This design comes from an exercise in tuning for small area, a short achievable clock period and few clock cycles per item on the open sky130 flow, not from production work.
Only simulation tests tie the RTL to the original design; equivalence was not proved.
Power figures rest on the tool's default switching activity, not on a simulated workload.

==> run a: inputs <==
Design net_4_8_12_16_16_1_10, start of the top module:
module net_4_8_12_16_16_1_10(clk, reset, input_valid, input_ready, input_data, output_valid, output_ready, output_data);
	input clk, reset, input_valid, output_ready;
	input signed [15 : 0] input_data;
	output signed [15 : 0] output_data;
	output output_valid, input_ready;
	logic [3:0] pos;           
	logic [15:0] pos1h;        
	logic [2:0] vf;            
	logic [2:0] cnt;           
	logic in_rdy;
	logic sv;                  
	logic fv;                  
	logic go;
	assign go = ~sv;
	logic in_xfer, launch, wrap, idle, new_valid;
	logic [2:0] cnt_n;
	logic [3:0] pos_n;
	logic [2:0] vf_n;
	assign in_xfer = input_valid & in_rdy;
	assign idle = ~vf[0] & ~vf[1] & ~(vf[2] & (pos <= 4'd8));
	assign wrap = go & (pos == 4'd15);
	assign launch = go & (cnt == 3'd4) & (wrap | idle);
	assign cnt_n = launch ? 3'd0 : cnt + {2'b0, in_xfer};
	logic rdy_room;
	assign rdy_room = ~vf_n[0] | (pos_n >= 4'd11);
	assign new_valid = (pos >= 4'd9) ? vf[1] : vf[2];
	always_comb begin
		pos_n = pos;
		vf_n = vf;
		if (launch) begin
			pos_n = 4'd0;
			vf_n = {vf[1:0], 1'b1};
		end else if (wrap) begin
			pos_n = 4'd0;
			vf_n = {vf[1:0], 1'b0};
		end else if (go) begin
			pos_n = pos + 4'd1;
		end
	end
  ...
make LEC_CHECK=0 ABC_AREA=1 CAP_MARGIN=50 CORE_MARGIN=2 CORE_UTILIZATION=60 SLEW_MARGIN=70 finish   # period 12.0 ns
run.sh (not shown) runs the stock make flow with config.mk's settings and CLKGATE_MAP_FILE= SYNTH_SCRIPT=/design/flow/synth_recipe.tcl, a recipe that flattens the netlist after the stock synthesis.
==> run b (differences from run a) <==
==> flow/flow/run.sh (new file) <==
#!/bin/bash
set -euo pipefail
export BUFFER_PORTS_ARGS="-buffer_cell sky130_fd_sc_hd__buf_4"
export SETUP_SLACK_MARGIN=8.6
bash standard.sh > standard.log 2>&1
==> flow/standard.sh (new file) <==
#!/bin/bash
# synth_recipe.tcl (not shown) runs the flow's synth.tcl, then flattens the netlist and writes it again
# the make line also repeats each setting of config.mk as NAME=value (left out here)
make -C /OpenROAD-flow-scripts/flow DESIGN_CONFIG=/design/flow/config.mk WORK_HOME=/design/flow/orfs CLKGATE_MAP_FILE= SYNTH_SCRIPT=/design/flow/synth_recipe.tcl "${@:-finish}"
removed: flow/run.sh
==> run c (differences from run a) <==
--- a/flow/design.v
+++ b/flow/design.v
@@ -19,12 +19,10 @@
 	assign in_xfer = input_valid & in_rdy;
 	assign idle = ~vf[0] & ~vf[1] & ~(vf[2] & (pos <= 4'd8));
 	assign wrap = go & (pos == 4'd15);
 	assign launch = go & (cnt == 3'd4) & (wrap | idle);
 	assign cnt_n = launch ? 3'd0 : cnt + {2'b0, in_xfer};
-	logic rdy_room;
-	assign rdy_room = ~vf_n[0] | (pos_n >= 4'd11);
 	assign new_valid = (pos >= 4'd9) ? vf[1] : vf[2];
 	always_comb begin
 		pos_n = pos;
 		vf_n = vf;
 		if (launch) begin
@@ -47,11 +45,11 @@
 		end else begin
 			pos <= pos_n;
 			pos1h <= 16'd1 << pos_n;
 			vf <= vf_n;
 			cnt <= cnt_n;
-			in_rdy <= in_xfer ? (cnt != 3'd3) & rdy_room : (launch | (cnt != 3'd4)) & rdy_room;
+			in_rdy <= (cnt_n != 3'd4) & (~vf_n[0] | (pos_n >= 4'd11));
 		end
 	end
 	function automatic logic [16:0] prodq(input logic [5:0] k, input logic [14:0] x);
 		logic s, a4, a8, b1, b2, bn;
 		logic [17:0] pa, pb, m;
@@ -513,13 +511,17 @@
 	end
 	always_ff @(posedge clk) begin
 		if (reset) begin
 			fv <= 1'b0;
 			sv <= 1'b0;
+		end else if (!y3_free) begin
+			if (go) sv <= new_valid;
+		end else if (sv) begin
+			fv <= 1'b1;
+			sv <= 1'b0;
 		end else begin
-			fv <= (output_ready | ~fv) ? (sv | new_valid) : 1'b1;
-			sv <= (output_ready | ~fv) ? 1'b0 : (go ? new_valid : sv);
+			fv <= new_valid;
 		end
 	end
 	assign output_valid = fv;
 	assign output_data = {1'b0, y3};
 	assign input_ready = in_rdy;
ABC_AREA = unset   (was 1)
CAP_MARGIN = 20   (was 50)
CORE_UTILIZATION = 40   (was 60)
SLEW_MARGIN = 20   (was 70)
==> run summary <==
metric                                                                        run c                     run a                     run b
Non-clock buffering overhead in the final layout                            0.7893%                    1.775%                    2.475%
Beginning of the worst hold path                                 p3_0[16]$_DFFE_PN_         p3_0[5]$_DFFE_PN_     k2_2[5]$_SDFFCE_PP0N_
Number of distinct library cells after synthesis                                 90                        59                        59
Count leader, synth                                       sky130_fd_sc_hd__edfxtp_1  sky130_fd_sc_hd__nand2_1  sky130_fd_sc_hd__nand2_1
Result of the run                                  no timing/DRC/antenna violations  no timing/DRC/antenna violations  no timing/DRC/antenna violations
Filler instances                                                             21,910                    13,990                    13,760
Global routing met1 resource utilization                                     26.26%                    43.64%                    45.04%
Clock network area share                                                     5.085%                    4.596%                    4.701%
Largest fanout on the critical path                                              18                         2                         1
Via count                                                                    69,760                    87,160                    88,400
Clock power share                                                             16.3%                     15.2%                     15.6%
Starting Density                                                             40.24%                    60.21%                    60.21%
Total length of routed wires                                        240,400 microns           280,300 microns           286,200 microns
Count of instances resized after the clock tree is built                          0                         0                        63
Actual slew at the worst max-slew pin                                       1158 ps                         -                  531.7 ps
Global placer's final weighted congestion                                    0.9131                     1.001                    0.9739
Layout cells sized above 1                                                   7.351%                    5.456%                    7.337%
Met3 track demand over resource in global routing                            2.774%                    4.416%                    4.513%
Portion of total power attributed to sequential cells                         30.1%                     27.7%                     27.2%
Register fraction of the total cell area                                     35.23%                    33.93%                    33.35%
Signal buffers                                                                   90                       210                       297
Critical path data required time                                          12,540 ps                   9600 ps                   9600 ps
Critical Path Source                                             p2_1[16]$_DFFE_PN_         in_rdy$_SDFF_PP1_           y3[3]$_DFFE_PP_
Highest Clock Rate                                                        195.8 MHz                 230.5 MHz                 264.3 MHz
Metal3 WL                                                            11,180 microns            18,150 microns            20,310 microns
Nets in the synthesized netlist                                              10,310                    13,530                    13,530
Critical path endpoint                                            a2_1[7]$_DFFE_PN_               input_ready            output_data[3]
Testbench counts of run a, summed over its fixed seeds: cycles 2,296, items 128.
Testbench counts of run b, summed over its fixed seeds: cycles 2,296, items 128.
Testbench counts of run c, summed over its fixed seeds: cycles 2,296, items 128.

## afterwards: timing with drivers on the ports
How much do the figures lean on ideal ports? The routed layouts below were timed once more, with nothing changed but the port constraints.
Step 1 (the two cells are an assumption about what drives the block):
set clk [get_ports {clk}]
set_driving_cell -lib_cell sky130_fd_sc_hd__clkbuf_16 $clk
set_driving_cell -lib_cell sky130_fd_sc_hd__buf_2 [delete_from_list [all_inputs] $clk]
Step 2, shift: input delay + t, output delay - t, t = (earliest + latest rising clock arrival at the registers) / 2. This alone moves slack from input paths to output paths.
Three values: ideal, step 1, step 2; two values: the first two.
| run | t (ns) | setup slack, ns | hold slack, ns | clock arrival spread, ns | cell pins on the clock port's net |
|---|---|---|---|---|---|
| run a | 0.902 | 7.661 / 7.567 / 7.778 | 0.419 / 0.419 / 0.419 | 0.032 / 0.032 | 1 |
| run b | 0.894 | 8.217 / 8.124 / 8.140 | 0.411 / 0.411 / 0.411 | 0.032 / 0.032 | 1 |
| run c | 0.904 | 6.892 / 6.892 / 6.892 | 0.418 / 0.418 / 0.418 | 0.051 / 0.050 | 1 |
After both steps every run listed still meets setup and hold. For run b, which loses most, drivers alone change the setup slack by -0.093 ns; drivers and shift together by -0.077 ns.
